This design comes from an exercise in tuning for small area, a short achievable clock period and few clock cycles per item on the open sky130 flow, not from production work. RTL that was checked went through simulation tests only; none was proved equivalent to the original. For runs 2 to 4, only the layout was checked, not whether the RTL still works.

==> flow/design.v <==
module top(
    input start, op, reset, clock,
    input [31:0] data_a, data_b,
    output busy, ready,
    output [31:0] data_o
);
reg [1:0] EA;
reg [2:0] count;
reg [23:0] mantissa_a, mantissa_b;
reg [47:0] mantissa_soma;
reg [8:0] expoente_a, expoente_b;
reg sinal_o;
reg [8:0] expoente_o;
reg [22:0] mantissa_o;
wire [23:0] mantissa_b_inv;
wire[8:0] expoente_calculo;
wire complemento;
reg erro;
reg [6:0] virgula;
reg soma;
wire loop;
wire loop1;
wire loop2;
reg [4:0] loopcount;
reg A;
always @(posedge clock or posedge reset)
begin
    if(reset == 1'b1)
    begin
        EA <= 2'd0;
    end
    else
    begin
        case(EA)
            2'd0 : begin
                if(start == 1'b1)
                begin
                    EA <= 2'd1;
                end
            end
            2'd1 : begin
                if(count == 3'd7)
                begin
                    EA <= 2'd2;
                end
            end
            2'd2 : begin
                if(ready == 1'b1)
                begin
                    EA <= 2'd0;
                end
            end
        endcase   
    end
end
always @(posedge clock)
begin
    if((EA == 'd0 || EA == 2'd2 || start == 1'b1) && EA != 2'd1)
    begin
        count <= 3'd0;
    end
    else
    begin
        if(loop == 1'b1)
        begin
            count <= count;
        end
        else
        begin
        count <= count + 1'd1;
        end
    end
end
always @(posedge clock)
begin
    if(loop == 1'b0)
    begin
        if(EA == 2'd1)
        begin
            loopcount <= loopcount;
        end
        else
        begin
        loopcount <= 5'd0;
        end
    end
    else
    begin
        loopcount <= loopcount + 1'd1;
    end
end
always @(posedge clock or posedge reset)
begin
    if(reset == 1'b1)
    begin
        mantissa_a <= 23'd0;
        mantissa_b <= 23'd0;
        mantissa_o <= 23'd0;
        expoente_a <= 8'd0;
        expoente_b <= 8'd0;
        expoente_o <= 8'd0;
        A <= 1'b0;
        soma <= 1'b0;
    end
    else
    begin
        case(count)
        3'd0 : begin  
            expoente_a <= data_a[30:23];
            expoente_b <= data_b[30:23];
            virgula <= 7'd22;
            erro <= 1'b0;
            mantissa_soma <= 48'd0;
            mantissa_a <= {1'b1, data_a[22:0]};
            mantissa_b <= {1'b1, data_b[22:0]};
            soma <= 1'b0;
            erro <= 1'b0;
        end
        3'd1 : begin  
            if(expoente_calculo > 9'd23)
            begin
                if(expoente_a > expoente_b)
                begin
                    mantissa_soma <= {1'b0, mantissa_a, 23'd0};
                    expoente_o <= expoente_b;
                    A <= 1'b1;
                end
                else
                begin
                    mantissa_soma <= {1'b0, mantissa_b, 23'd0};
                    expoente_o <= expoente_a;
                end
            end
            else if(expoente_calculo <= 9'd23 && expoente_calculo != 9'd0)
            begin
                if(expoente_a > expoente_b)
                begin
                    mantissa_soma <= mantissa_a << expoente_calculo;
                    expoente_o <= expoente_b;
                    A <= 1'b1;
                end
                else
                begin
                    mantissa_soma <= mantissa_b << expoente_calculo;
                    expoente_o <= expoente_a;
                end
            end
            else
            begin
                expoente_o <= expoente_a;
                mantissa_soma <= mantissa_a;
                A <= 1'b1;
            end
        end
        3'd2 : begin  
            if(data_a[31] == 1'b1)
            begin
                if(A == 1'b1)
                begin
                    mantissa_soma <= ~mantissa_soma + 1'b1;
                end
                else
                begin
                    mantissa_a <= ~mantissa_a + 1'b1;
                end
            end
            if(data_b[31] == 1'b1)
            begin
                if(A == 1'b0)
                begin
                    mantissa_soma <= ~mantissa_soma + 1'b1;
                end
                else
                begin
                    mantissa_b <= ~mantissa_b + 1'b1;
                end
            end
        end
        3'd3 : begin  
        if(expoente_a > expoente_b && expoente_calculo < 8'd23)
        begin
            erro <= mantissa_b[expoente_calculo];
        end
        else if (expoente_calculo < 8'd23)
        begin
            erro <= mantissa_a[expoente_calculo];
        end
                if(op == 1'b0)
                begin
                    if(data_b == 1'b1)
                    begin
                        mantissa_soma[47:24] <= mantissa_soma[47:24] + 24'hFFFFFF;
                        mantissa_soma[23:0] <= mantissa_soma[23:0] + mantissa_b;
                    end
                    else
                    begin
                    mantissa_soma <= mantissa_soma + mantissa_b;
                    end
                end
                else
                begin
                if(data_b == 1'b1)
                    begin
                        mantissa_soma[47:24] <= mantissa_soma[47:24] - 24'hFFFFFF;
                        mantissa_soma[23:0] <= mantissa_soma[23:0] - mantissa_b;
                    end
                    else
                    begin
                    mantissa_soma <= mantissa_soma - mantissa_b;
                    end 
                end
        end
        3'd4 : begin  
        if(mantissa_soma[47] == 1'b1)
        begin
            sinal_o <= 1'b1;
            mantissa_soma <= ~mantissa_soma + 1'b1;
        end
        else
        begin
            sinal_o <= 1'b0;
        end
        end
        3'd5 : begin  
        if(|mantissa_soma[46:24] == 1'b1)
            begin
                soma <= 1'b1;
                mantissa_soma <= mantissa_soma >> 1'b1;
            end
        else
        begin
            if(|mantissa_soma[22:0] == 1'b1)
            begin
                mantissa_soma <= mantissa_soma << 1'b1;
            end
        end
        end
        3'd6 : begin  
        if(soma == 1'b1)
        begin
            expoente_o <= expoente_o + loopcount;
        end
        else
        begin
            expoente_o <= expoente_o - loopcount;
        end
        end
        3'd7 : begin  
        mantissa_o <= mantissa_soma[22:0];
        end
        endcase
    end
end
assign expoente_calculo = (expoente_a > expoente_b) ? expoente_a - expoente_b : (expoente_b > expoente_a) ? expoente_b - expoente_a : 8'd0;
assign data_o[31] = (EA == 2'd2) ? sinal_o : 1'b0;
assign data_o[30:23] = (EA == 2'd2) ? expoente_o[7:0] : 8'd0;
assign data_o[22:0] = (EA == 2'd2 && complemento == 1'b1) ? mantissa_o - erro : (EA == 2'd2 && complemento == 1'b0) ? mantissa_o + erro : 8'd0;
assign busy = (EA == 2'd1) ? 1'b1 : 1'b0;
assign ready = (EA == 2'd2) ? 1'b1 : 1'b0;
assign complemento = ((op == 1'b1 && data_a[31] == data_b[31]) || (op == 1'b0 && data_a[31] != data_b[31])) ? 1'b1 : 1'b0;
assign mantissa_b_inv = ~mantissa_b + 1'b1;
assign loop1 = (count == 3'd5 && (|mantissa_soma[46:24] == 1'b1)) ? 1'b1 : 1'b0;
assign loop2 = (count == 3'd5 && (|mantissa_soma[22:0] == 1'b1) && loop1 == 1'b0 && mantissa_soma[23] != 1'b1) ? 1'b1 : 1'b0;
assign loop = (loop1 || loop2 == 1'b1) ? 1'b1 : 1'b0;
endmodule
==> flow/run.sh <==
#!/bin/bash
# synth_recipe.tcl (not shown) runs the flow's synth.tcl, then flattens the netlist and writes it again
# the make line also repeats each setting of config.mk as NAME=value (left out here)
make -C /OpenROAD-flow-scripts/flow DESIGN_CONFIG=/design/flow/config.mk WORK_HOME=/design/flow/orfs CLKGATE_MAP_FILE= SYNTH_SCRIPT=/design/flow/synth_recipe.tcl finish
==> flow/config.mk <==
export PLATFORM = sky130hd
export DESIGN_NAME = top
export DESIGN_NICKNAME = top
export VERILOG_FILES = /design/flow/design.v
export SDC_FILE = /design/flow/constraint.sdc
export NUM_CORES = 4
export LEC_CHECK = 0
export CAP_MARGIN = 20
export CORE_MARGIN = 2
export CORE_UTILIZATION = 40
export SLEW_MARGIN = 20
==> flow/constraint.sdc <==
create_clock -name core_clock -period 8.0 [get_ports {clock}]
set_input_delay 1.6000 -clock core_clock [delete_from_list [all_inputs] [get_ports {clock}]]
set_output_delay 1.6000 -clock core_clock [all_outputs]
set_load 0.01 [all_outputs]
==> results of run 1 <==
## cells in the mapped netlist, drive strengths merged (8+ instances only)
cell    instances
nor2          215
o22ai          38
xnor2          50
inv           102
edfxtp         55
a222oi          8
nor4           34
xor2           30
a31oi          54
o311ai         14
mux2i          73
a221oi         44
clkbuf        204
a32oi          12
a21o           29
a21oi         227
ha             93
a221o          26
a211oi         59
nor2b          21
mux2           32
and2           44
o21ai         225
nand4          19
a41oi          10
a311oi         20
or3            42
nand2b         16
and3           31
buf            29
nand2         306
a22oi          34
o21bai         12
o221ai         16
o211ai         42
nor3          110
o31ai          26
o21a           13
dfrtp          99
mux4           37
nand3          80
## critical path: cells and delay by family, from the launching register on
kind | cells | cell delay [ps]
compound gates | 1 | 110
buf+inv | 1 | 530
flops | 1 | 480
mux | 1 | 270
simple gates | 10 | 3280
## placed cells by master, fill, tap and decap left out, types with 43 or more instances in the layout
cell	synthesis	final
nand2_1	306	305
a21oi_1	227	225
o21ai_0	221	219
nor2_1	214	210
nor3_1	110	110
inv_1	102	101
clkdlybuf4s50_1	0	100
dfrtp_1	99	99
ha_1	93	92
nand3_1	80	80
mux2i_1	73	73
buf_4	1	66
a211oi_1	57	57
edfxtp_1	55	55
a31oi_1	54	54
xnor2_1	50	50
a221oi_1	44	44
and2_1	43	43
## worst max-delay path by stage
stage / cells after the start / endpoint / slack, ps / from
finish: 13 / data_o[22] / 1230 / mantissa_o[2]$_DFFE_PP0P_
global route: 13 / data_o[22] / 1010 / mantissa_o[2]$_DFFE_PP0P_
global placement: 13 / data_o[22] / 1470 / data_b[31]
floorplan: 13 / data_o[22] / 2440 / mantissa_o[3]$_DFFE_PP0P_
detailed placement: 13 / data_o[22] / 1480 / data_b[31]
CTS: 13 / data_o[22] / 1200 / mantissa_o[2]$_DFFE_PP0P_
## logic make-up after synthesis
logic type               Yosys count  synth area share (%)
multiplexers                     142                  9.47
AND/OR/NAND/NOR                  950                  22.1
adder cells (fa/ha/maj)           98                  6.22
buffers and inverters            339                  6.44
XOR/XNOR                          80                  3.45
AO/OA/AOI/OAI                    978                  31.8
flip-flops                       157                  20.6
## through the flow
stage / area, sq um / hold WS (ps)
2_1_floorplan: 20300 / 481
3_3_place_gp: 21900 / 526
3_5_place_dp: 21900 / 520
4_1_cts: 22400 / 535
5_1_grt: 22400 / 583
6_report: 22500 / 529
## final cells by class
type	instances	area, sq um
Antenna cell	6	15.0
Clock buffer	20	437
Clock inverter	12	138
Fill cell	5071	27700
Inverter	105	397
Multi-Input combinational cell	2248	14900
Sequential cell	157	4190
Tap cell	672	841
Timing Repair Buffer	168	1520
## sequential cells by signal, indices dropped and copies added, names as in the netlist
register / count
mantissa_soma: 48
mantissa_a: 24
mantissa_b: 24
mantissa_o: 23
expoente_a: 8
expoente_b: 8
expoente_o: 8
loopcount: 5
count: 3
EA: 2
A: 1
erro: 1
sinal_o: 1
soma: 1
## per-layer routing
layer | part of all wire [%] | vias up | routed length, microns
li1 | - | 10300 | -
met1 | 42 | 11500 | 42600
met2 | 44 | 1479 | 44200
met3 | 10 | 245 | 10600
met4 | 4.1 | 2 | 4150
met5 | 0.018 | - | 18
==> flow_summary.toml, run 1 <==
[run_status]
outcome = "no timing/DRC/antenna violations"

[yosys]
synth_seq_cells = 157
synth_edf_count = 55
yosys_warnings = 1
synth_top_area_cell = "dfrtp_1"
syn_area_sq_mm = 0.0203
yosysTopAreaCellShare_pct = 12.2
synth_area_leaders = "dfrtp_1 12%, edfxtp_1 8.1%, ha_1 5.7%, nand2_1 5.6%, a21oi_1 5.6%"
synth.avg_cell_area_sq_um = 7.41
ys.flop_type = "dfrtp_1"
ys_types = 86
async_flop_share_pct = 63.1
syn-instance-count = 2744
ys_seq_area_share_pct = 20.6
synth_nets = 2910

[clock_network]
hold_buffers = 0
postCtsSetupRepairBufs = 0
clock_path_buffers = 2
h-tree-depth = 4
numCtsBuffers = 17
clk_pin_slew_ps = 70
cts.sinks = 157
ctsRootBufferMaster = "clkbuf_16"
cts_resized = 0
cts_tree = "built"
clock_latency_ps = 500

[grt]
grt_use_met3_pct = 8.19
grt_pass1_wl_microns = 149000
track_usage_pct = 37.8
antenna_found_initial = 7
first_global_vias = 22000
grt_start_max_net_pins = 78
grt-ovfl-total = 0
grt_use_met1_pct = 52.0
grtUsageMet2_pct = 57.4
grt_busiest_layer = "met2"

[routing]
drt_iter0_markers = 3614
routed_wl_microns = 102000
first_pass_iters = 7
wl_per_cell_microns = 30.0
via_per_inst = 6.95
ant_nets = 0
drc_errors = 0
via_count = 23500

[cells_and_area]
syn_to_final_growth_pct = 10.4
instances_no_fill = 3388
drive_gt1_share_pct = 7.71
utilization_pct = 44.7
fin_nets = 2863

[placement]
place_congestion = 1.05
place_inst = 3350
port-buffer-count = 101
dpl.hpwl_microns = 77100
post-place-ws_ps = 1480

[setup_path]
reg2reg_depth = 16
cp.required_ps = 6400
reg2reg_from = "expoente_a[4]$_DFFE_PP0P_"
r2r-end = "erro$_DFFE_PP_"
crit_chain = "or4_4 -> or3_4 -> or3_4 -> or3_4 -> or3_1 -> or3_4 -> nor4_2 -> nand2_1 -> or4_1 -> mux2_2 -> o21ai_1 -> and2_1 -> clkdlybuf4s50_1"
r2r_setup_slack_ps = 1860
worstPathMaxFanout = 11
crit_type = "reg2out"
worst_setup_path_start_kind = "flip-flop"
slowest_delay_ps = 590
slowest_stage = "or4_4"
worst_setup_path_end_kind = "output port"
cp_common_cell = "or3_4"
arrival_ps = 5170

[worst_hold_path]
hp-class = "reg2reg"
hold_start = "expoente_o[0]$_DFFE_PP0P_"
hold_path_depth = 2
hold_end = "expoente_o[0]$_DFFE_PP0P_"

[sta]
period_minus_slack_ps = 6770
final_max_slew_viol_count = 0
slew_headroom_pct = 28.6
worst_slew_pin_slew_ps = 1060
fmax_mhz = 148
setup_violations = 0
hold_viol = 0
tns_ps = 0
skew_ps = 20.6
setup_slack_ps = 1230
period_share_pct = 84.7
rsz0062_at_grt = "no"

[floorplan]
core_sq_mm = 0.0502
dieArea_sq_mm = 0.0526
row_count = 82
ios = 102
die_h_microns = 229
die_x_microns = 229
start_util_pct = 40.5

[run]
maxCapViolations = 0
Testbench counts, summed over its fixed seeds: cycles 56,687, items 3,200.
==> run 2, diff against run 1 <==
==> flow/design.v (replaced) <==
module top(
    input start, op, reset, clock,
    input [31:0] data_a, data_b,
    output busy, ready,
    output [31:0] data_o
);
reg        act;    
reg        F;      
reg [29:0] X;      
reg        Un;     
reg [2:0]  cnt;    
wire        sa = data_a[31];
wire        sb = data_b[31];
wire [7:0]  ea = data_a[30:23];
wire [7:0]  eb = data_b[30:23];
wire [23:0] ma = {1'b1, data_a[22:0]};
wire [23:0] mb = {1'b1, data_b[22:0]};
wire [8:0] dab = {1'b0, ea} - {1'b0, eb};
wire [8:0] dba = {1'b0, eb} - {1'b0, ea};
wire       ge  = ~dab[8];
wire       gt  = ge & (dab[7:0] != 8'd0);
wire [7:0] d   = ge ? dab[7:0] : dba[7:0];
wire [4:0] k   = (d > 8'd23) ? 5'd23 : d[4:0];
wire Fn   = F | ge;
wire negS = (sa & Fn) | (sb & ~Fn);    
wire nega = sa & ~Fn;                  
wire negb = sb & Fn;                   
wire sgnZ = negS ^ op;                 
wire [23:0] nmb = -mb;
wire [23:0] M   = ge ? ma : mb;
wire        special = (data_b == 32'h00000001);
wire [4:0]  ks  = (ea > 8'd23) ? 5'd23 : ea[4:0];
wire [4:0]  is  = 5'd23 - ks;
wire        t23 = ma[is];                                    
wire        tnz = |(ma[22:0] & ((23'd1 << is) - 23'd1));     
wire        s23 = t23 ^ (sa & tnz);                          
wire        cy  = op ? (s23 & tnz)
                     : (s23 | (sa & (ea == 8'd0) & (data_a[22:0] == 23'h000001)));
wire [2:0]  Dsp = op ? (cy ? 3'd1 : 3'd2) : (cy ? 3'd6 : 3'd7);
wire [2:0]  Dz  = special ? (sa ? -Dsp : Dsp) : 3'd0;
wire [23:0] Zlo = (sgnZ ^ negb) ? nmb : mb;
wire [2:0]  Zhi = {3{sgnZ}} + Dz;
wire [29:0] Zsh = $signed({Zhi, Zlo, 3'b000}) >>> k;
wire [26:0] U = {3'b000, M} + Zsh[29:3];
wire done;
always @(posedge clock or posedge reset)
begin
    if (reset) begin
        act <= 1'b0;
        F   <= 1'b0;
    end else begin
        act <= start | (act & ~done);
        if (start)
            F <= Fn;
    end
end
wire [23:0] x    = gt ? mb : ma;
wire        negx = gt ? negb : nega;
wire        xd   = x[d[4:0]];
wire        xnz  = |(x & ((24'd1 << d[4:0]) - 24'd1));
wire        r    = (d < 8'd23) & (xd ^ (negx & xnz));
wire        c    = op ^ sa ^ sb;
wire [7:0]  emin = gt ? eb : ea;
wire        wrap = (k == 5'd23) & ~X[29] & X[27];
wire [2:0]  wj   = X[5:3] + {2'b00, data_b[22:0] != 23'd0};
wire [28:0] V    = X[29] ? -X[28:0] : X[28:0];
wire        Vnz  = |X;
wire [1:0]  lz   = V[28] ? 2'd0 : V[27] ? 2'd1 : V[26] ? 2'd2 : 2'd3;
assign      done = ~Vnz | (V[28:25] != 4'd0);
always @(posedge clock)
begin
    X   <= act ? {1'b0, V[24:0], 4'b0000} : {U, Zsh[2:0]};
    Un  <= act ? Un : U[26];
    cnt <= act ? cnt + 3'd1 : 3'd0;
end
wire [28:0] Vn   = V << lz;
wire [21:0] f22  = wrap ? -{19'd0, wj} : Vn[26:5];
wire [7:0]  eo   = wrap ? ((wj == 3'd0) ? emin : emin + 8'd23)
                 : Vnz  ? emin + {3'b000, k} + 8'd2 - {3'b000, cnt, lz}
                 : emin;
wire        sign = wrap ? (~negS | (wj == 3'd0))
                 : negS ? (~Un & Vnz) : Un;
wire [21:0] f22m = f22 - 22'd1;
wire [22:0] fo   = (c & r) ? {f22m, 1'b1} : {f22, r};
assign data_o = {sign, eo, fo};
assign ready  = act & done;
assign busy   = act & ~done;
endmodule
--- a/flow/config.mk
+++ b/flow/config.mk
@@ -7,5 +7,6 @@
 export LEC_CHECK = 0
 export CAP_MARGIN = 20
 export CORE_MARGIN = 2
-export CORE_UTILIZATION = 40
+export CORE_UTILIZATION = 55
+export GPL_TIMING_DRIVEN = 0
 export SLEW_MARGIN = 20
==> run 2 against run 1 <==
Against the previous run:
- critical path type is now in2reg
- now fails the layout checks on negative setup slack
- register-to-register slack lost 630 ps
- synthesized area shrank 48%
- largest cell class unchanged
- die area shrank 61%
- maximum frequency shrank 27%
- flip-flop and latch count shrank 121
==> flow_summary.toml, run 2 <==
[yosys]
synth_top_area_cell = "ha_1"
synth.avg_cell_area_sq_um = 6.57
async_flop_share_pct = 5.56
ys_types = 89
synth_common_cells = "206 x nand2_1, 168 x nor2_1, 140 x o21ai_0, 128 x a21oi_1, 83 x clkbuf_1"
ys_seq_area_share_pct = 6.95
ys.flop_type = "dfxtp_1"
yosys.cell_count.top_type = "nand2_1"
syn_area_sq_mm = 0.0107
synth_area_leaders = "ha_1 8.0%, nand2_1 7.3%, mux2i_1 6.7%, o21ai_0 6.6%, dfxtp_1 6.2%"
yosysTopAreaCellShare_pct = 7.98
synth_edf_count = 1
synth_nets = 1768
synth_seq_cells = 36
yosys_warnings = 1
syn-instance-count = 1623

[clock_network]
clock_latency_ps = 300
hold_buffers = 0
numCtsBuffers = 5
cts.sinks = 36
clk_pin_slew_ps = 60
cts_tree = "built"
ctsRootBufferMaster = "clkbuf_16"
clock_path_buffers = 2
h-tree-depth = 2

[setup_path]
cp_num_buf_inv = 9
worst_setup_path_start_kind = "primary input"
worstPathMaxFanout = 4
worst_setup_path_end_kind = "flip-flop"
arrival_ps = 9450
crit_type = "in2reg"
r2r_setup_slack_ps = 1230
slowest_stage = "or3_4"
slowest_delay_ps = 440
critical-path-top-delay-family = "compound AO/OA/AOI/OAI gates"
cp.required_ps = 8170

[floorplan]
ios = 102
die_x_microns = 143
dieArea_sq_mm = 0.0205
core_sq_mm = 0.0189
start_util_pct = 56.4
die_h_microns = 143
row_count = 50

[routing]
first_pass_iters = 12
routed_wl_microns = 50800
via_count = 14800
via_per_inst = 7.06
drt_iter0_markers = 2368
wl_per_cell_microns = 24.2
ant_nets = 0
drc_errors = 0

[placement]
placed_cell_area_sq_mm = 0.0123
port-buffer-count = 92
post-place-ws_ps = -2860
place_inst = 1975
dpl.hpwl_microns = 34600
place_congestion = 1.07

[cells_and_area]
drive_gt1_share_pct = 25.3
fillers = 1373
instances_no_fill = 2100
reg.largest.list = "X x30, cnt x3"
max_flop_register = "X"
multi_input_area_sq_mm = 0.0107
utilization_pct = 77.8
fin_nets = 1984
largest_register_ffs = 30
layout_commonest_cell = "nand2_1"
mostFrequentLayoutCells = "202 x nand2_1, 147 x nor2_1, 113 x o21ai_0, 109 x buf_4, 98 x a21oi_1"
area.sequential_sq_um = 741
antenna_cells = 0
finalInstanceArea_sq_mm = 0.0147
syn_to_final_growth_pct = 37.9

[sta]
worst_slew_pin_slew_ps = 1000
period_minus_slack_ps = 9280
slew_headroom_pct = 32.7
hold_viol = 0
setup_slack_ps = -1280
skew_ps = 5.68
final_max_slew_viol_count = 0
period_share_pct = 116
rsz0062_at_grt = "yes"
setup_violations = 50
fmax_mhz = 108

[grt]
first_global_vias = 13600
track_usage_pct = 46.9
grt-ovfl-total = 0
grt_start_max_net_pins = 13
antenna_found_initial = 2
grt_pass1_wl_microns = 75700

[run_status]
failed_checks = "negative setup slack"
outcome = "finished with violations"

[worst_hold_path]
hp-class = "reg2reg"

[run]
maxCapViolations = 0
==> run 2: changes by cell type in the layout (fill, tap and decap cells not counted), moves of 63 or more <==
cell,change
nor2_1,-63
dfrtp_1,-97
nor3_1,-77
o21ai_0,-106
a21oi_1,-127
nand2_1,-103
==> run 2: worst register-to-register path: cells and delay by family (launching register included) <==
kind	cells	cell delay, ps
AND/OR/NAND/NOR	5	500
multiplexers	1	290
adder cells (fa/ha/maj)	3	800
AO/OA/AOI/OAI	12	3020
flip-flops	1	430
XOR/XNOR	4	950
buffers and inverters	6	650
==> run 2: path summary, 6_finish.rpt <==
kind / from / to / cells after the start
max: data_a[28] / X[28]$_DFF_P_ / 47
min: cnt[0]$_SDFF_PN0_ / cnt[0]$_SDFF_PN0_ / 1
min in group asynchronous: reset / F$_DFFE_PP0P_ / 2
max in group asynchronous: reset / act$_DFF_PP0_ / 2
max reg2reg: F$_DFFE_PP0P_ / X[28]$_DFF_P_ / 31
min reg2reg: cnt[0]$_SDFF_PN0_ / cnt[0]$_SDFF_PN0_ / 1
==> run 2: cell type report <==
cell class / count / area share (%)
multi-input combinational: 1406 / 72.4
timing repair buffer: 214 / 12.6
sequential: 36 / 5.04
buffer: 99 / 4.41
inverter: 77 / 2.24
tap: 260 / 2.21
clock buffer: 6 / 0.944
clock inverter: 2 / 0.0936
==> run 2: cell families after synthesis <==
family / after synthesis / synth area share, %
XOR/XNOR: 126 / 10.6
multiplexers: 92 / 9.20
flip-flops: 36 / 6.95
adder cells (fa/ha/maj): 78 / 9.76
buffers and inverters: 181 / 6.69
AND/OR/NAND/NOR: 601 / 26.3
AO/OA/AOI/OAI: 509 / 30.5
==> run 2: what timing repair did <==
action | 4_1_cts | 5_1_grt
setup endpoints to repair | 57 | 55
setup buffers | 106 | 35
gates cloned | 1 | 1
pin swaps | 101 | 78
gates resized for setup | 363 | 99
==> run 2: routing by layer <==
layer / GRT usage (%) / vias up / routed length, microns
li1: - / 6353 / -
met2: 75.5 / 1341 / 21900
met3: 10.5 / 378 / 6860
met5: 0 / - / 32
met4: 22.1 / 4 / 3880
met1: 59.3 / 6755 / 18100
==> run 2: metrics by stage <==
step / hold slack (ps) / setup TNS, ps
floorplan: 417 / -2810
global placement: 430 / -100880
detailed placement: 446 / -100890
CTS: 455 / -10300
global route: 500 / -32290
finish: 475 / -26810
==> run 3, diff against run 2 <==
--- a/flow/config.mk
+++ b/flow/config.mk
@@ -7,6 +7,5 @@
 export LEC_CHECK = 0
 export CAP_MARGIN = 20
 export CORE_MARGIN = 2
-export CORE_UTILIZATION = 55
-export GPL_TIMING_DRIVEN = 0
+export CORE_UTILIZATION = 40
 export SLEW_MARGIN = 20
==> run 3 against run 2 <==
Against the previous run:
- the layout still fails its checks (negative setup slack)
- sequential share of layout area shrank 0.60 points
- final cell count up 15%
- setup slack improved by 680 ps
- core utilization is 14 points lower
- cell area grew 13%
- clock skew is essentially flat
- global-route usage fell by 14 points
- first-iteration DRC count decreased by 40%
- synthesized cell count unchanged
- maximum frequency rose by 8.0%
==> flow_summary.toml, run 3 <==
[grt]
grtUsageMet2_pct = 55.5
track_usage_pct = 32.9
grt_use_met3_pct = 2.86
antenna_found_initial = 1
grt_start_max_net_pins = 48
grt-ovfl-total = 0
grt_busiest_layer = "met2"
grt_use_met1_pct = 45.4
first_global_vias = 13400
grt_pass1_wl_microns = 74100

[routing]
wl_per_cell_microns = 20.1
ant_nets = 0
first_pass_iters = 27
via_per_inst = 5.90
via_count = 14300
drc_errors = 0
drt_iter0_markers = 1412
routed_wl_microns = 48700

[setup_path]
worst_setup_path_end_kind = "flip-flop"
crit_type = "in2reg"
reg2reg_from = "F$_DFFE_PP0P_"
slowest_stage = "a2111oi_4"
worstSetupStartpoint = "data_a[29]"
worst_setup_path_start_kind = "primary input"
arrival_ps = 8780
reg2reg_depth = 26
critPathCapture = "X[29]$_SDFF_PP0_"
worstPathMaxFanout = 6
r2r-end = "X[29]$_SDFF_PP0_"
r2r_setup_slack_ps = 2360
slowest_delay_ps = 370
cp_common_cell = "o21ai_1"
cp.required_ps = 8180

[floorplan]
start_util_pct = 40.8
ios = 102
dieArea_sq_mm = 0.0280
row_count = 59
die_x_microns = 167
die_h_microns = 167
core_sq_mm = 0.0261

[worst_hold_path]
hold_path_depth = 1
hold_start = "cnt[0]$_SDFF_PN0_"
hp-class = "reg2reg"

[sta]
period_minus_slack_ps = 8600
setup_slack_ps = -600
worst_slew_pin_slew_ps = 1120
rsz0062_at_grt = "yes"
slew_headroom_pct = 24.7
skew_ps = 6.11
tns_ps = -3880
final_max_slew_viol_count = 0
setup_violations = 13
period_share_pct = 107
hold_viol = 0
fmax_mhz = 116

[yosys]
synth_seq_cells = 36
yosys_warnings = 1
yosysTopAreaCellShare_pct = 7.98
ys.flop_type = "dfxtp_1"
synth_top_area_cell = "ha_1"
synth.avg_cell_area_sq_um = 6.57
synth_edf_count = 1
ys_seq_area_share_pct = 6.95
syn-instance-count = 1623
yosys.cell_count.top_type = "nand2_1"
async_flop_share_pct = 5.56
synth_nets = 1768
ys_types = 89
syn_area_sq_mm = 0.0107
synth_common_cells = "206 x nand2_1, 168 x nor2_1, 140 x o21ai_0, 128 x a21oi_1, 83 x clkbuf_1"
synth_area_leaders = "ha_1 8.0%, nand2_1 7.3%, mux2i_1 6.7%, o21ai_0 6.6%, dfxtp_1 6.2%"

[placement]
placed_cell_area_sq_mm = 0.0151
post-place-ws_ps = -1460
port-buffer-count = 101
dpl.hpwl_microns = 38300
place_congestion = 1.00

[cells_and_area]
reg.largest.list = "X x30, cnt x3"
utilization_pct = 63.9
drive_gt1_share_pct = 36.0
largest_register_ffs = 30
fin_nets = 2231
layout_commonest_cell = "buf_4"
mostFrequentLayoutCells = "434 x buf_4, 202 x nand2_1, 149 x nor2_1, 113 x o21ai_0, 101 x a21oi_1"
finalInstanceArea_sq_mm = 0.0167
fillers = 2374
max_flop_register = "X"
syn_to_final_growth_pct = 56.5

[clock_network]
numCtsBuffers = 5
cts_tree = "built"
hold_buffers = 0
clock_path_buffers = 2
ctsRootBufferMaster = "clkbuf_16"
cts.sinks = 36
clk_pin_slew_ps = 50
clock_latency_ps = 290
h-tree-depth = 2

[run_status]
outcome = "finished with violations"
failed_checks = "negative setup slack"

[run]
maxCapViolations = 0
-- run 3: logic make-up (layout without fill, tap and decap cells) --
group	after synthesis	in the layout	share of synthesized area, %
compound gates	509	509	30.5
fa+ha+maj	78	78	9.76
mux	92	92	9.20
other cells	0	1	0
simple gates	601	601	26.3
buf+inv	181	645	6.69
xor+xnor	126	126	10.6
flops	36	36	6.95
-- run 3: cell type report --
cell class	instances	area (sq um)	share of cell area [%]
inverter	77	303	1.81
multi-input combinational	1406	10600	63.3
antenna	1	2.50	0.0150
sequential	36	741	4.44
clock buffer	6	139	0.832
tap	335	419	2.51
clock inverter	2	13.8	0.0825
timing repair buffer	560	4510	27.0
-- run 3: per-stage QoR --
stage / instances / hold slack [ps]
2_1_floorplan: 1623 / 417
3_3_place_gp: 2366 / 433
3_5_place_dp: 2366 / 451
4_1_cts: 2397 / 464
5_1_grt: 2422 / 474
6_report: 2423 / 463
-- run 3: repair_timing --
action                     CTS  global route
cloned                       0             1
pin swaps                   67           120
resized for setup          161           232
setup endpoints to repair   54            51
buffers inserted            25            27
-- run 3: worst max-delay path, delay by kind of cell --
| kind | cells | cell delay, ps |
|---|---|---|
| fa+ha+maj | 5 | 1160 |
| mux | 1 | 270 |
| xor+xnor | 2 | 370 |
| buf+inv | 5 | 500 |
| simple gates | 15 | 2450 |
| compound gates | 15 | 2440 |
-- run 3: worst min-delay path by stage --
| stage | endpoint | slack [ps] |
|---|---|---|
| after global placement | cnt[0]$_SDFF_PN0_ | 430 |
| after floorplan | cnt[0]$_SDFF_PN0_ | 420 |
| after CTS | cnt[0]$_SDFF_PN0_ | 460 |
| final | cnt[0]$_SDFF_PN0_ | 460 |
| after global routing | cnt[0]$_SDFF_PN0_ | 470 |
| after detailed placement | cnt[0]$_SDFF_PN0_ | 450 |
-- run 3: per-layer routing --
metal | vias up | routed length [microns]
li1 | 6837 | -
met1 | 6753 | 21600
met2 | 600 | 22600
met3 | 98 | 3160
met4 | 0 | 1310
met5 | - | 0
==> run 4, diff against run 3 <==
==> flow/design.v (replaced) <==
module top(
    input start, op, reset, clock,
    input [31:0] data_a, data_b,
    output busy, ready,
    output [31:0] data_o
);
reg        act;    
reg        F;      
reg [29:0] X;      
reg        Un;     
reg [7:0]  Eb;     
reg        R;      
reg        K23;    
wire        sa = data_a[31];
wire        sb = data_b[31];
wire [7:0]  ea = data_a[30:23];
wire [7:0]  eb = data_b[30:23];
wire [23:0] ma = {1'b1, data_a[22:0]};
wire [23:0] mb = {1'b1, data_b[22:0]};
wire [8:0] dab = {1'b0, ea} - {1'b0, eb};
wire [8:0] dba = {1'b0, eb} - {1'b0, ea};
wire       ge  = ~dab[8];
wire       gt  = ge & (dab[7:0] != 8'd0);
wire [7:0] d   = ge ? dab[7:0] : dba[7:0];
wire [4:0] kab = (dab[7:0] > 8'd23) ? 5'd23 : dab[4:0];
wire [4:0] kba = (dba[7:0] > 8'd23) ? 5'd23 : dba[4:0];
wire [4:0] k   = ge ? kab : kba;
wire Fn   = F | ge;
wire negS = (sa & Fn) | (sb & ~Fn);    
wire nega = sa & ~Fn;                  
wire negb = sb & Fn;                   
wire sgnZ = negS ^ op;                 
wire [23:0] nmb = -mb;
wire [23:0] M   = ge ? ma : mb;
wire        special = (data_b == 32'h00000001);
wire [4:0]  ks  = (ea > 8'd23) ? 5'd23 : ea[4:0];
wire [23:0] mar;                                             
genvar gi;
generate for (gi = 0; gi < 24; gi = gi + 1) begin : rev
    assign mar[gi] = ma[23 - gi];
end endgenerate
wire        t23 = mar[ks];                                   
wire        tnz = |(mar[23:1] & ~((23'd1 << ks) - 23'd1));   
wire        s23 = t23 ^ (sa & tnz);                          
wire        cy  = op ? (s23 & tnz)
                     : (s23 | (sa & (ea == 8'd0) & (data_a[22:0] == 23'h000001)));
wire [23:0] Zlo = (sgnZ ^ negb) ? nmb : mb;
wire [2:0]  Zh0 = ~special ? {3{sgnZ}} : sa ? (op ? 3'd6 : 3'd0) : (op ? 3'd1 : 3'd7);
wire [2:0]  Zh1 = ~special ? {3{sgnZ}} : sa ? (op ? 3'd7 : 3'd1) : (op ? 3'd0 : 3'd6);
wire [2:0]  Zhi = cy ? Zh1 : Zh0;
wire [29:0] Zx  = $signed({Zhi, Zlo, 3'b000}) >>> k;
wire [26:0] U = {3'b000, M} + Zx[29:3];
wire done;
always @(posedge clock or posedge reset)
begin
    if (reset) begin
        act <= 1'b0;
        F   <= 1'b0;
    end else begin
        act <= start | (act & ~done);
        if (start)
            F <= Fn;
    end
end
wire [23:0] x    = gt ? mb : ma;
wire        negx = gt ? negb : nega;
wire        xd   = x[d[4:0]];
wire        xnz  = |(x & ((24'd1 << d[4:0]) - 24'd1));
wire        r    = (d < 8'd23) & (xd ^ (negx & xnz));
wire        c    = op ^ sa ^ sb;
wire [7:0]  emin = gt ? eb : ea;
wire        wrap = K23 & ~X[29] & X[27];
wire [2:0]  wj   = X[5:3] + {2'b00, data_b[22:0] != 23'd0};
wire [28:0] V    = X[29] ? -X[28:0] : X[28:0];
wire        Vnz  = |X;
wire [1:0]  lz   = V[28] ? 2'd0 : V[27] ? 2'd1 : V[26] ? 2'd2 : 2'd3;
assign      done = ~Vnz | (V[28:25] != 4'd0);
always @(posedge clock)
begin
    X   <= act ? {1'b0, V[24:0], 4'b0000} : {U, Zx[2:0]};
    Un  <= act ? Un : U[26];
    Eb  <= act ? Eb - 8'd4 : emin + {3'b000, k} + 8'd2;
    R   <= act ? R : r;
    K23 <= act ? K23 : (k == 5'd23);
end
wire [28:0] Vn   = V << lz;
wire [21:0] f22  = wrap ? -{19'd0, wj} : Vn[26:5];
wire [1:0]  lze  = wrap ? 2'd2 : lz;                  
wire [7:0]  eo   = (~Vnz | (wrap & (wj == 3'd0))) ? emin : Eb - {6'd0, lze};
wire        sign = wrap ? (~negS | (wj == 3'd0))
                 : negS ? (~Un & Vnz) : Un;
wire [21:0] f22m = f22 - 22'd1;
wire [22:0] fo   = (c & R) ? {f22m, 1'b1} : {f22, R};
assign data_o = {sign, eo, fo};
assign ready  = act & done;
assign busy   = act & ~done;
endmodule
--- a/flow/config.mk
+++ b/flow/config.mk
@@ -8,4 +8,5 @@
 export CAP_MARGIN = 20
 export CORE_MARGIN = 2
 export CORE_UTILIZATION = 40
+export GPL_TIMING_DRIVEN = 0
 export SLEW_MARGIN = 20
==> run 4 against run 3 <==
Against the previous run:
- still fails the layout checks on negative setup slack
- first-iteration DRC count fell by 2.3%
- clock-buffer cell count rose by 1
- clock skew rose by 3.4 ps
- setup slack improved by 480 ps
- global-route usage fell by 0.49 points
- final cell count fell by 6.4%
- critical endpoint is now X[27]$_DFF_P_
- highest routed layer unchanged
==> flow_summary.toml, run 4 <==
[setup_path]
worst_setup_path_start_kind = "primary input"
crit_type = "in2reg"
slowest_stage = "clkbuf_1"
slowest_delay_ps = 470
worstSetupStartpoint = "data_a[23]"
worstPathMaxFanout = 10
worst_setup_path_end_kind = "flip-flop"
arrival_ps = 8290
cp.required_ps = 8170
reg2reg_from = "F$_DFFE_PP0P_"

[cells_and_area]
mostFrequentLayoutCells = "210 x nand2_1, 132 x nor2_1, 104 x a21oi_1, 100 x buf_4, 84 x o21ai_0"
fin_nets = 2016
finalInstanceArea_sq_mm = 0.0152
drive_gt1_share_pct = 21.3
fillers = 2868
utilization_pct = 52.8
max_flop_register = "X"
syn_to_final_growth_pct = 29.3
layout_commonest_cell = "nand2_1"
instances_no_fill = 2268
largest_register_ffs = 30
reg.largest.list = "X x30, Eb x8"

[clock_network]
clock_latency_ps = 290
h-tree-depth = 2
cts_tree = "built"
clk_pin_slew_ps = 60
hold_buffers = 0
clock_path_buffers = 2
cts.sinks = 43
ctsRootBufferMaster = "clkbuf_16"
numCtsBuffers = 5

[floorplan]
start_util_pct = 40.8
die_h_microns = 175
ios = 102
row_count = 62
dieArea_sq_mm = 0.0308
die_x_microns = 175
core_sq_mm = 0.0288

[sta]
setup_violations = 3
final_max_slew_viol_count = 0
period_share_pct = 102
setup_slack_ps = -123
rsz0062_at_grt = "yes"
hold_viol = 0
worst_slew_pin_slew_ps = 1110
skew_ps = 9.54
slew_headroom_pct = 25.7
period_minus_slack_ps = 8120
fmax_mhz = 123

[grt]
grt_pass1_wl_microns = 78700
grt_start_max_net_pins = 20
track_usage_pct = 32.4
grt-ovfl-total = 0
first_global_vias = 13400
antenna_found_initial = 1

[placement]
dpl.hpwl_microns = 41000
post-place-ws_ps = -2580
placed_cell_area_sq_mm = 0.0131
place_inst = 2175
place_congestion = 0.991
port-buffer-count = 90

[yosys]
yosys_warnings = 1
syn-instance-count = 1701
synth_top_area_cell = "mux2i_1"
synth_nets = 1835
ys.flop_type = "dfxtp_1"
yosysTopAreaCellShare_pct = 8.01
synth_area_leaders = "mux2i_1 8.0%, nand2_1 6.8%, ha_1 6.5%, dfxtp_1 6.1%, a21oi_1 5.0%"
synth_common_cells = "212 x nand2_1, 134 x nor2_1, 117 x a21oi_1, 95 x o21ai_0, 94 x mux2i_1"
synth_seq_cells = 43
yosys.cell_count.top_type = "nand2_1"
async_flop_share_pct = 4.65
synth.avg_cell_area_sq_um = 6.91
synth_edf_count = 5
ys_seq_area_share_pct = 7.84
ys_types = 115
syn_area_sq_mm = 0.0118

[routing]
routed_wl_microns = 52900
wl_per_cell_microns = 23.3
via_per_inst = 6.43
drt_iter0_markers = 1380
ant_nets = 0
drc_errors = 0
via_count = 14600
first_pass_iters = 8

[run]
maxCapViolations = 0

[run_status]
outcome = "finished with violations"
failed_checks = "negative setup slack"

[worst_hold_path]
hp-class = "reg2reg"
hold_start = "X[0]$_SDFF_PP0_"
-- run 4: kinds of logic (layout without fill, tap and decap cells) --
logic type / Yosys count / after routing / share of synthesized area (%)
AND/OR/NAND/NOR: 661 / 661 / 28.4
AO/OA/AOI/OAI: 499 / 499 / 29.7
buffers and inverters: 197 / 379 / 6.78
multiplexers: 126 / 126 / 11.6
XOR/XNOR: 109 / 109 / 8.25
adder cells (fa/ha/maj): 66 / 66 / 7.35
flip-flops: 43 / 43 / 7.84
other: 0 / 1 / 0
-- run 4: worst max-delay path: cells and delay by family --
family | cells | cell delay [ps]
compound gates | 15 | 3200
buf+inv | 6 | 1340
simple gates | 6 | 1260
fa+ha+maj | 2 | 480
xor+xnor | 1 | 280
mux | 1 | 110
-- run 4: timing repair --
action | CTS | global route
hold endpoints to repair | 0 | 0
resized for setup | 176 | 176
setup buffers | 44 | 44
pin swaps | 25 | 57
cloned | 0 | 1
setup endpoints to repair | 63 | 33
-- run 4: area by class of cell --
cell class | instances | area [sq um] | area share [%]
well taps | 384 | 480 | 3.16
plain buffers | 125 | 724 | 4.77
inverters | 67 | 270 | 1.78
clock inverters | 1 | 7.51 | 0.0494
diodes | 1 | 2.50 | 0.0165
multi-input cells | 1461 | 11000 | 72.6
clock buffers | 7 | 153 | 1.00
repair buffers | 179 | 1600 | 10.6
flip-flops and latches | 43 | 921 | 6.06
-- run 4: worst paths after layout --
| check | end | slack, ps | cells past startpoint |
|---|---|---|---|
| worst max-delay path | X[27]$_DFF_P_ | -120 | 31 |
| worst max register to register | X[27]$_DFF_P_ | 2560 | 24 |
| min in group asynchronous | F$_DFFE_PP0P_ | 1490 | 2 |
| worst min-delay path | X[4]$_DFF_P_ | 500 | 2 |
| worst min register to register | X[4]$_DFF_P_ | 500 | 2 |
| max in group asynchronous | act$_DFF_PP0_ | 6370 | 2 |
-- run 4: through the flow --
| step | hold slack (ps) | TNS (ps) |
|---|---|---|
| finish | 500 | -197 |
| global placement | 467 | -96290 |
| detailed placement | 479 | -81930 |
| floorplan | 439 | 0 |
| global route | 545 | -1380 |
| CTS | 493 | 0 |
-- run 4: per-layer routing --
layer | GRT usage (%) | wire length [microns]
met5 | 0 | 0
met4 | 10.7 | 2060
met3 | 3.87 | 4790
met2 | 53.5 | 24000
met1 | 43.8 | 22100
==> run 5, diff against run 4 <==
--- a/flow/design.v
+++ b/flow/design.v
@@ -48,7 +48,8 @@
 wire [2:0]  Zh0 = ~special ? {3{sgnZ}} : sa ? (op ? 3'd6 : 3'd0) : (op ? 3'd1 : 3'd7);
 wire [2:0]  Zh1 = ~special ? {3{sgnZ}} : sa ? (op ? 3'd7 : 3'd1) : (op ? 3'd0 : 3'd6);
 wire [2:0]  Zhi = cy ? Zh1 : Zh0;
-wire [29:0] Zx  = $signed({Zhi, Zlo, 3'b000}) >>> k;
+wire [59:0] Zxw = {{30{Zhi[2]}}, Zhi, Zlo, 3'b000} >> k;
+wire [29:0] Zx  = Zxw[29:0];
 wire [26:0] U = {3'b000, M} + Zx[29:3];
 wire done;
 always @(posedge clock or posedge reset)
==> flow/flow/run.sh (new file) <==
#!/bin/bash
# The standard layout (the standard.sh, standard synthesis unchanged),
# with the port buffers made from sky130_fd_sc_hd__buf_2 instead of the
# default delay-cell buffer. Every port still gets its own buffer.
set -euo pipefail
export BUFFER_PORTS_ARGS="-buffer_cell sky130_fd_sc_hd__buf_2"
bash standard.sh > standard_make.log 2>&1
==> flow/standard.sh (new file) <==
#!/bin/bash
# synth_recipe.tcl (not shown) runs the flow's synth.tcl, then flattens the netlist and writes it again
# the make line also repeats each setting of config.mk as NAME=value (left out here)
make -C /OpenROAD-flow-scripts/flow DESIGN_CONFIG=/design/flow/config.mk WORK_HOME=/design/flow/orfs CLKGATE_MAP_FILE= SYNTH_SCRIPT=/design/flow/synth_recipe.tcl "${@:-finish}"
--- a/flow/config.mk
+++ b/flow/config.mk
@@ -7,6 +7,7 @@
 export LEC_CHECK = 0
 export CAP_MARGIN = 20
 export CORE_MARGIN = 2
-export CORE_UTILIZATION = 40
+export CORE_UTILIZATION = 50
 export GPL_TIMING_DRIVEN = 0
+export SETUP_SLACK_MARGIN = 0.2
 export SLEW_MARGIN = 20
removed: flow/run.sh
==> run 5 against run 4 <==
Against the previous run:
- now clean on timing, DRC and antenna
- core utilization up 7.9 points
- highest routed layer unchanged
- routed wire length down 8.3%
- cell area down 10%
- final cell count down 9.6%
- synthesized cell count down 4.8%
- setup slack better by 420 ps
- clock-buffer cell count down 1
==> flow_summary.toml, run 5 <==
[sta]
hold_viol = 0
setup_violations = 0
skew_ps = 6.82
fmax_mhz = 130
setup_slack_ps = 299
worst_slew_pin_slew_ps = 1130
slew_headroom_pct = 24.4
whs_ps = 526
period_minus_slack_ps = 7700
period_share_pct = 96.3
final_max_slew_viol_count = 0
rsz0062_at_grt = "yes"

[routing]
via_per_inst = 6.74
drt_iter0_markers = 1349
routed_wl_microns = 48500
via_count = 13800
drc_errors = 0
first_pass_iters = 5
ant_nets = 0
wl_per_cell_microns = 23.7

[worst_hold_path]
hp-class = "reg2reg"

[clock_network]
clock_latency_ps = 290
cts.sinks = 43
cts_tree = "built"
ctsRootBufferMaster = "clkbuf_16"
h-tree-depth = 2
clock_path_buffers = 2
numCtsBuffers = 5
hold_buffers = 0
clk_pin_slew_ps = 60

[placement]
dpl.hpwl_microns = 38000
place_congestion = 1.06
place_inst = 1993
port-buffer-count = 88
post-place-ws_ps = -1650

[floorplan]
die_x_microns = 155
row_count = 55
start_util_pct = 50.6
dieArea_sq_mm = 0.0239
ios = 102
core_sq_mm = 0.0224
die_h_microns = 155

[cells_and_area]
largest_register_ffs = 30
reg.largest.list = "X x30, Eb x8"
fillers = 2178
fin_nets = 1898
max_flop_register = "X"
drive_gt1_share_pct = 22.6
antenna_cells = 0
layout_commonest_cell = "nand2_1"
area.sequential_sq_um = 921
multi_input_area_sq_mm = 0.0104
instances_no_fill = 2050
mostFrequentLayoutCells = "170 x nand2_1, 123 x nor2_1, 106 x a21oi_1, 95 x buf_2, 94 x o21ai_0"
syn_to_final_growth_pct = 19.9

[setup_path]
worstPathMaxFanout = 5
crit_type = "in2reg"
cp.required_ps = 8040
worst_setup_path_start_kind = "primary input"
arrival_ps = 7740
worst_setup_path_end_kind = "flip-flop"

[grt]
grt-ovfl-total = 0
first_global_vias = 12500
grt_pass1_wl_microns = 72900
grt_use_met1_pct = 49.6
track_usage_pct = 38.6
grt_use_met3_pct = 4.93
grt_start_max_net_pins = 15
grtUsageMet2_pct = 64.5
antenna_found_initial = 0
grt_busiest_layer = "met2"

[yosys]
synth_nets = 1754
synth.avg_cell_area_sq_um = 7.01
synth_edf_count = 5
ys.flop_type = "dfxtp_1"
async_flop_share_pct = 4.65
ys_seq_area_share_pct = 8.11
syn_area_sq_mm = 0.0114
synth_top_area_cell = "mux2i_1"
synth_area_leaders = "mux2i_1 7.4%, ha_1 6.7%, dfxtp_1 6.3%, nand2_1 5.8%, a21oi_1 5.0%"
yosys.cell_count.top_type = "nand2_1"
syn-instance-count = 1620
yosys_warnings = 1
yosysTopAreaCellShare_pct = 7.41
ys_types = 99
synth_common_cells = "176 x nand2_1, 131 x nor2_1, 114 x a21oi_1, 109 x o21ai_0, 88 x clkbuf_1"
synth_seq_cells = 43

[run]
maxCapViolations = 0

[run_status]
outcome = "no timing/DRC/antenna violations"
==> run 5: cell types whose count changed in the layout (fill, tap and decap cells not counted), sizes merged, moves of 13 or more <==
cell,previous run,this run
clkdlybuf4s50,64,0
mux2,26,40
or2,20,7
buf,144,171
nor3,66,45
nand2,214,176
==> run 5: path summary, 6_finish.rpt <==
check | startpoint | endpoint | slack, ps | cells past startpoint
min in group asynchronous | reset | F$_DFFE_PP0P_ | 1170 | 2
max | data_a[27] | Un$_DFFE_PN_ | 300 | 27
min | X[0]$_SDFF_PP0_ | X[4]$_DFF_P_ | 530 | 2
min reg2reg | X[0]$_SDFF_PP0_ | X[4]$_DFF_P_ | 530 | 2
max reg2reg | F$_DFFE_PP0P_ | Un$_DFFE_PN_ | 2400 | 26
max in group asynchronous | reset | act$_DFF_PP0_ | 6730 | 2
==> run 5: cell families (layout without fill, tap and decap cells) <==
group           after synthesis  count (layout)  synth area share (%)
simple gates                561             561                  24.8
compound gates              511             511                  31.0
buf+inv                     189             334                  6.61
mux                         129             129                  12.4
xor+xnor                    121             121                  9.53
fa+ha+maj                    66              66                  7.60
flops                        43              43                  8.11
==> run 5: worst max-delay path, cell delays in order <==
cell,delay [ps]
buf_6,110
or4_4,530
buf_6,150
nor2_4,130
nand3_2,120
ha_4,230
nor2_4,150
a41oi_2,130
a221oi_2,360
o2111ai_2,190
o311a_1,350
or3_4,430
mux4_2,510
mux2_4,310
a211o_1,300
fa_2,370
nor2b_1,120
o21a_1,160
o21ai_2,100
a311oi_2,360
o211ai_1,150
a31oi_1,210
o21ai_2,110
a21boi_2,190
a211o_1,190
buf_6,130
a21oi_4,50
==> run 5: final cells by class <==
type | count | area share, %
flip-flops and latches | 43 | 6.77
clock buffers | 6 | 0.947
inverters | 73 | 2.18
multi-input cells | 1388 | 76.7
clock inverters | 2 | 0.0919
well taps | 285 | 2.62
repair buffers | 137 | 6.14
plain buffers | 116 | 4.52
==> run 5: timing repair <==
action                                  CTS  global route
endpoints found under the setup margin   52            31
buffers inserted                         14            35
pin swaps                                20            64
gates resized for setup                 119           162
==> run 5: stage by stage <==
step | area, sq um | setup TNS [ps] | util, %
3_3_place_gp | 12200 | -28200 | 54.2
4_1_cts | 12800 | 0 | 57.2
2_1_floorplan | 11400 | 0 | -
3_5_place_dp | 12200 | -29550 | 54.2
6_report | 13600 | 0 | 60.7
5_1_grt | 13600 | 0 | 60.7
==> run 5: metal layers <==
metal | vias up | wire, microns
met5 | - | 0
met4 | 0 | 2670
met3 | 206 | 4700
met2 | 884 | 22300
met1 | 6383 | 18800
li1 | 6338 | -
Testbench counts of run 5, summed over its fixed seeds: cycles 6,449, items 3,200.
==> run 6, diff against run 5 <==
--- a/flow/design.v
+++ b/flow/design.v
@@ -44,13 +44,15 @@
 wire        s23 = t23 ^ (sa & tnz);                          
 wire        cy  = op ? (s23 & tnz)
                      : (s23 | (sa & (ea == 8'd0) & (data_a[22:0] == 23'h000001)));
-wire [23:0] Zlo = (sgnZ ^ negb) ? nmb : mb;
+wire        nm  = act & X[29];
+wire [23:0] Zlo = (sgnZ ^ negb ^ nm) ? nmb : mb;
 wire [2:0]  Zh0 = ~special ? {3{sgnZ}} : sa ? (op ? 3'd6 : 3'd0) : (op ? 3'd1 : 3'd7);
 wire [2:0]  Zh1 = ~special ? {3{sgnZ}} : sa ? (op ? 3'd7 : 3'd1) : (op ? 3'd0 : 3'd6);
-wire [2:0]  Zhi = cy ? Zh1 : Zh0;
+wire [2:0]  Zhi = (cy ? Zh1 : Zh0) ^ {3{nm}};
 wire [59:0] Zxw = {{30{Zhi[2]}}, Zhi, Zlo, 3'b000} >> k;
 wire [29:0] Zx  = Zxw[29:0];
-wire [26:0] U = {3'b000, M} + Zx[29:3];
+wire [27:0] Uc = {{3{nm}}, M ^ {24{nm}}, nm} + {Zx[29:3], nm};    
+wire [26:0] U  = Uc[27:1];
 wire done;
 always @(posedge clock or posedge reset)
 begin
@@ -72,15 +74,15 @@
 wire [7:0]  emin = gt ? eb : ea;
 wire        wrap = K23 & ~X[29] & X[27];
 wire [2:0]  wj   = X[5:3] + {2'b00, data_b[22:0] != 23'd0};
-wire [28:0] V    = X[29] ? -X[28:0] : X[28:0];
+wire [28:0] V    = X[28:0];
 wire        Vnz  = |X;
 wire [1:0]  lz   = V[28] ? 2'd0 : V[27] ? 2'd1 : V[26] ? 2'd2 : 2'd3;
-assign      done = ~Vnz | (V[28:25] != 4'd0);
+assign      done = ~X[29] & (~Vnz | (V[28:25] != 4'd0));
 always @(posedge clock)
 begin
-    X   <= act ? {1'b0, V[24:0], 4'b0000} : {U, Zx[2:0]};
+    X   <= (act & ~X[29]) ? {1'b0, V[24:0], 4'b0000} : {U, Zx[2:0]};
     Un  <= act ? Un : U[26];
-    Eb  <= act ? Eb - 8'd4 : emin + {3'b000, k} + 8'd2;
+    Eb  <= act ? (X[29] ? Eb : Eb - 8'd4) : emin + {3'b000, k} + 8'd2;
     R   <= act ? R : r;
     K23 <= act ? K23 : (k == 5'd23);
 end
==> run 6 against run 5 <==
Against the previous run:
- routed wire length fell by 13%
- core utilization increased by 0.42 points
- still clean on timing, DRC and antenna
- sequential share of layout area increased by 1.2 points
- via count shrank 11%
- register-to-register slack worse by 890 ps
- maximum frequency is essentially flat
- highest routed layer is now met5
- non-clock buffer count decreased by 22
- synthesized cell count shrank 7.7%
- worst hold slack worse by 26 ps
==> flow_summary.toml, run 6 <==
[floorplan]
row_count = 52
start_util_pct = 51.1
dieArea_sq_mm = 0.0218
die_h_microns = 148
die_x_microns = 148
core_sq_mm = 0.0202
ios = 102

[routing]
wl_per_cell_microns = 22.0
via_per_inst = 6.46
ant_nets = 0
first_pass_iters = 8
routed_wl_microns = 42000
drc_errors = 0
drt_iter0_markers = 1323
via_count = 12300

[yosys]
ys.flop_type = "dfxtp_1"
ys_seq_area_share_pct = 9.49
synth_area_leaders = "mux2i_1 9.5%, ha_1 7.5%, a21oi_1 6.6%, nor2_1 6.4%, xnor2_1 6.0%"
synth_nets = 1630
syn_area_sq_mm = 0.0103
ys_types = 99
synth_top_area_cell = "mux2i_1"
synth_common_cells = "177 x nor2_1, 152 x nand2_1, 137 x a21oi_1, 98 x mux2i_1, 81 x o21ai_0"
synth_edf_count = 11
synth.avg_cell_area_sq_um = 6.91
yosysTopAreaCellShare_pct = 9.49
syn-instance-count = 1496
yosys_warnings = 1
synth_seq_cells = 43
yosys.cell_count.top_type = "nor2_1"
async_flop_share_pct = 4.65

[cells_and_area]
area.sequential_sq_um = 981
reg.largest.list = "X x30, Eb x8"
largest_register_ffs = 30
multi_input_area_sq_mm = 0.00932
antenna_cells = 0
max_flop_register = "X"
syn_to_final_growth_pct = 19.6
layout_commonest_cell = "nor2_1"
mostFrequentLayoutCells = "169 x nor2_1, 148 x nand2_1, 122 x a21oi_1, 101 x buf_2, 87 x mux2i_1"
fillers = 1964
fin_nets = 1774
drive_gt1_share_pct = 22.0

[grt]
grt-ovfl-total = 0
grt_start_max_net_pins = 16
antenna_found_initial = 1
first_global_vias = 11300
grt_pass1_wl_microns = 63500
track_usage_pct = 36.7

[worst_hold_path]
hp-class = "reg2reg"
hold_end = "X[4]$_DFF_P_"
hold_path_depth = 2
hold_start = "X[0]$_SDFF_PP0_"

[sta]
hold_viol = 0
final_max_slew_viol_count = 0
rsz0062_at_grt = "yes"
whs_ps = 500
skew_ps = 9.47
setup_slack_ps = 295
slew_headroom_pct = 34.7
setup_violations = 0
worst_slew_pin_slew_ps = 973
fmax_mhz = 130
period_minus_slack_ps = 7710
period_share_pct = 96.3

[clock_network]
clock_path_buffers = 2
ctsRootBufferMaster = "clkbuf_16"
cts.sinks = 43
clk_pin_slew_ps = 70
numCtsBuffers = 5
clock_latency_ps = 290
h-tree-depth = 2
cts_tree = "built"

[setup_path]
cp.required_ps = 8150
r2r_setup_slack_ps = 1510
reg2reg_depth = 28
worst_setup_path_end_kind = "flip-flop"
r2r-end = "Un$_DFFE_PN_"
crit_type = "in2reg"
cp_common_cell = "a21oi_2"
slowest_stage = "or4_4"
slowest_delay_ps = 540
worstPathMaxFanout = 5
arrival_ps = 7850
worst_setup_path_start_kind = "primary input"
reg2reg_from = "act$_DFF_PP0_"

[placement]
post-place-ws_ps = -1850
dpl.hpwl_microns = 32600
port-buffer-count = 91
place_congestion = 1.03

[run_status]
outcome = "no timing/DRC/antenna violations"

[run]
maxCapViolations = 0
==> run 6: cell types whose count changed after synthesis, sizes merged, moves of 13 or more <==
cell	delta
nor2	+46
nand2	-23
a211oi	-13
o21ai	-25
mux2i	+14
a21oi	+22
clkbuf	-24
mux2	-22
==> run 6: kinds of logic after synthesis <==
| logic type | share of synthesized area (%) |
|---|---|
| mux | 12.1 |
| buf+inv | 6.27 |
| fa+ha+maj | 8.28 |
| flops | 9.49 |
| compound gates | 28.5 |
| xor+xnor | 10.3 |
| simple gates | 25.1 |
==> run 6: critical path: cells and delay by family <==
kind                       cells  cell delay (ps)
AOI/OAI and AO/OA             17             2850
xor gates and xnor gates       1              270
adders and majority gates      2              590
buffers and inverters          4              530
muxes                          2              350
and+or+nand+nor               10             1630
==> run 6: cell type report <==
cell class              instances  area share (%)
plain buffers                  94            3.88
clock buffers                   5            1.01
clock inverters                 3           0.202
inverters                      67            2.13
multi-input cells            1292            75.4
flip-flops and latches         43            7.94
well taps                     270            2.73
repair buffers                137            6.70
==> run 6: repair_timing <==
| item | CTS | global route |
|---|---|---|
| resized for setup | 84 | 123 |
| endpoints found under the setup margin | 51 | 36 |
| pin swaps | 29 | 56 |
| setup buffers | 22 | 24 |
| hold buffers | 0 | 0 |
==> run 6: worst max-delay path by stage <==
stage / from / end / slack [ps] / cells past startpoint
floorplan: data_a[27] / Un$_DFFE_PN_ / 230 / 33
global placement: data_a[27] / X[27]$_DFF_P_ / -2170 / 34
detailed placement: data_a[26] / Un$_DFFE_PN_ / -1850 / 36
CTS: data_a[23] / X[27]$_DFF_P_ / 210 / 33
global route: data_a[26] / Un$_DFFE_PN_ / -20 / 35
finish: data_a[29] / Un$_DFFE_PN_ / 290 / 36
==> run 6: per-stage QoR <==
step / std cells / setup TNS (ps) / util, % / cell area [sq um]
CTS: 1887 / 0 / 58.1 / 11800
floorplan: 1496 / 0 / - / 10300
global route: 1911 / -18.7 / 61.1 / 12400
detailed placement: 1857 / -37330 / 55.0 / 11100
finish: 1911 / 0 / 61.1 / 12400
global placement: 1857 / -45530 / 55.0 / 11100
==> run 6: layer usage <==
metal  wire (microns)  global-route usage (%)  vias up
met5               12                       0        -
met4             2100                    15.8        2
met3             3420                    4.44      134
met2            19200                    60.0      654
met1            17300                    48.7     5765
li1                 -                       -     5782
Testbench counts of run 6, summed over its fixed seeds: cycles 6,476, items 3,200.
==> run 7, diff against run 6 <==
==> flow/flow/run.sh (replaced) <==
#!/bin/bash
# Layout flow: the standard flow (standard.sh), with two changes.
# 1. Synthesis is ORFS's own synthesis script, run with a copy of the ORFS
#    scripts folder whose ABC mapping script (abc_speed.script, from this
#    folder) maps for a delay target, and without the full-adder cell
#    mapping (ADDER_MAP_FILE empty). Registers are mapped as before.
# 2. The port buffers are sky130_fd_sc_hd__buf_2 instead of the default
#    delay-cell buffer. Every port still gets its own buffer.
set -euo pipefail
here=$(pwd)
rm -rf "$here/scripts_abc"
cp -r "$FLOW_HOME/scripts" "$here/scripts_abc"
cp "$here/flow/abc_speed.script" "$here/scripts_abc/abc_speed.script"
export BUFFER_PORTS_ARGS="-buffer_cell sky130_fd_sc_hd__buf_2"
bash standard.sh SCRIPTS_DIR="$here/scripts_abc" ADDER_MAP_FILE= synth > synth_make.log 2>&1
bash standard.sh > standard_make.log 2>&1
==> flow/flow/abc_speed.script (new file) <==
strash
dch -f
map -D 4000
buffer -c
topo
upsize -c -D 4000
dnsize -c -D 4000
==> run 7 against run 6 <==
Against the previous run:
- via count increased by 1.9%
- final cell count is 10% higher
- core utilization down 4.9 points
- global-route usage increased by 0.33 points
- flip-flop and latch count unchanged
- worst hold slack better by 5.2 ps
- first-iteration DRC count fell by 1.1%
- critical path type is now in2out
- critical endpoint is now data_o[22]
==> flow_summary.toml, run 7 <==
[setup_path]
r2r-end = "X[24]$_DFF_P_"
cp_common_cell = "nor2_1"
r2r_setup_slack_ps = 2490
reg2reg_depth = 27
cp.required_ps = 6400
slowest_stage = "nor4_2"
slowest_delay_ps = 670
arrival_ps = 5820
reg2reg_from = "act$_DFF_PP0_"
worst_setup_path_end_kind = "output port"

[yosys]
ys.flop_type = "dfxtp_1"
synth.avg_cell_area_sq_um = 5.41
synth_nets = 1828
synth_top_area_cell = "nand2_1"
yosys.cell_count.top_type = "nand2_1"
ys_seq_area_share_pct = 10.3
yosys_warnings = 1
synth_edf_count = 11
synth_area_leaders = "nand2_1 15%, nor2_1 11%, inv_1 8.4%, o21ai_0 7.8%, xor2_1 6.4%"
async_flop_share_pct = 4.65

[routing]
first_pass_iters = 8
drc_errors = 0
ant_nets = 0
via_count = 12600
routed_wl_microns = 38200
drt_iter0_markers = 1309
via_per_inst = 5.98

[sta]
period_share_pct = 92.7
slew_headroom_pct = 28.5
setup_violations = 0
tns_ps = 0
hold_viol = 0
skew_ps = 11.7
final_max_slew_viol_count = 0
period_minus_slack_ps = 7420
fmax_mhz = 135

[grt]
track_usage_pct = 37.0
first_global_vias = 11600
grt_pass1_wl_microns = 59400
grt_start_max_net_pins = 17
antenna_found_initial = 0

[cells_and_area]
syn_to_final_growth_pct = 10.4
mostFrequentLayoutCells = "378 x nand2_1, 274 x nor2_1, 213 x inv_1, 148 x o21ai_0, 115 x buf_2"
fin_nets = 1936
drive_gt1_share_pct = 11.7
fillers = 2056
largest_register_ffs = 30
instances_no_fill = 2103
antenna_cells = 0
reg.largest.list = "X x30, Eb x8"

[run_status]
outcome = "no timing/DRC/antenna violations"

[clock_network]
ctsRootBufferMaster = "clkbuf_16"
numCtsBuffers = 5
cts.sinks = 43
clk_pin_slew_ps = 70
clock_latency_ps = 300
cts_tree = "built"

[floorplan]
ios = 102
core_sq_mm = 0.0187
dieArea_sq_mm = 0.0202
row_count = 50
die_h_microns = 142

[worst_hold_path]
hp-class = "reg2reg"
hold_path_depth = 2
hold_start = "X[1]$_SDFF_PP0_"

[run]
maxCapViolations = 0

[placement]
port-buffer-count = 101
dpl.hpwl_microns = 32300
place_congestion = 1.04
[run 7: cell count changes in the layout (fill, tap and decap cells not counted), moves of 42 or more]
cell / before / now
o21ai_0: 74 / 148
nand2_1: 148 / 378
xnor2_1: 66 / 14
o21ai_1: 10 / 52
ha_1: 59 / 0
buf_4: 53 / 1
inv_1: 57 / 213
mux2i_1: 87 / 9
nor2_1: 169 / 274
[run 7: cell families after synthesis]
| kind of cell | Yosys count | synth area share (%) |
|---|---|---|
| xor+xnor | 85 | 7.89 |
| mux | 9 | 0.946 |
| compound gates | 487 | 31.1 |
| flops | 43 | 10.3 |
| simple gates | 836 | 37.8 |
| buf+inv | 300 | 12.0 |
[run 7: metal layers]
| layer | vias up | global-route usage [%] | wire (microns) |
|---|---|---|---|
| li1 | 6161 | - | - |
| met2 | 595 | 63.1 | 17400 |
| met1 | 5690 | 46.9 | 16300 |
| met3 | 128 | 3.94 | 2640 |
| met5 | - | 0 | 0 |
| met4 | 0 | 17.0 | 1870 |
[run 7: how the worst max path moves through the flow]
stage | startpoint | end | slack [ps] | depth (start not counted)
2_1_floorplan | data_a[24] | data_o[30] | 1460 | 21
3_3_place_gp | data_a[24] | data_o[29] | 150 | 24
3_5_place_dp | data_b[4] | data_o[22] | 100 | 20
4_1_cts | data_a[24] | data_o[29] | 290 | 26
5_1_grt | data_b[8] | data_o[22] | 230 | 20
6_report | data_b[4] | data_o[22] | 580 | 20
[run 7: area by class of cell]
class                   count  area [sq um]  share of cell area (%)
repair buffers            101           505                    4.81
clock inverters             3          26.3                   0.250
plain buffers              55           229                    2.18
well taps                 234           293                    2.78
flip-flops and latches     43           981                    9.33
multi-input cells        1417          7440                    70.7
inverters                 245           920                    8.74
clock buffers               5           125                    1.19
[run 7: timing repair]
action	in CTS	in global routing
pin swaps	0	0
setup buffers	0	0
resized for setup	2	12
setup endpoints to repair	4	10
hold buffers	0	0
[run 7: critical path: cells and delay by family]
kind / cells / cell delay (ps)
compound gates: 3 / 660
xor+xnor: 1 / 170
buf+inv: 5 / 710
simple gates: 11 / 2670
[run 7: per-stage QoR]
step	hold slack, ps	utilization (%)	area [sq um]
after floorplan	430	-	9530
after global placement	474	55.2	10300
after detailed placement	484	55.2	10300
after CTS	506	56.0	10500
after global routing	524	56.2	10500
final	505	56.2	10500

-- re-timing with driven ports --
In the flow no input, the clock included, has a driving cell. The finished layouts below were timed again as built, in two steps. Step 1, drivers: a clkbuf_16 drives clock and a buf_2 each remaining input, both assumed. Step 2 also shifts input and output timing later by t, the mid clock arrival at the registers, as if the neighbouring blocks saw the same clock. a / b / c = no drivers / after step 1 / after step 2; a / b = the first two.
run | t (ns) | setup WS [ns] | latest minus earliest clock arrival (ns) | pins driven straight from the clock port
run 1 | 0.553 | 1.228 / 1.169 / 1.344 | 0.020 / 0.020 | 1
run 2 | 0.324 | -1.285 / -1.297 / -1.621 | 0.005 / 0.006 | 1
run 3 | 0.319 | -0.600 / -0.604 / -0.923 | 0.007 / 0.006 | 1
run 4 | 0.319 | -0.123 / -0.119 / -0.438 | 0.010 / 0.010 | 1
run 5 | 0.336 | 0.299 / 0.306 / -0.029 | 0.006 / 0.007 | 1
run 6 | 0.324 | 0.295 / 0.284 / -0.040 | 0.011 / 0.011 | 1
run 7 | 0.331 | 0.583 / 0.554 / 0.388 | 0.012 / 0.012 | 1
Met with ideal ports but missed after step 2: setup timing in run 5 and run 6. The setup slack of run 2, which loses most, moves by -0.012 ns with the drivers and by -0.336 ns with both steps.
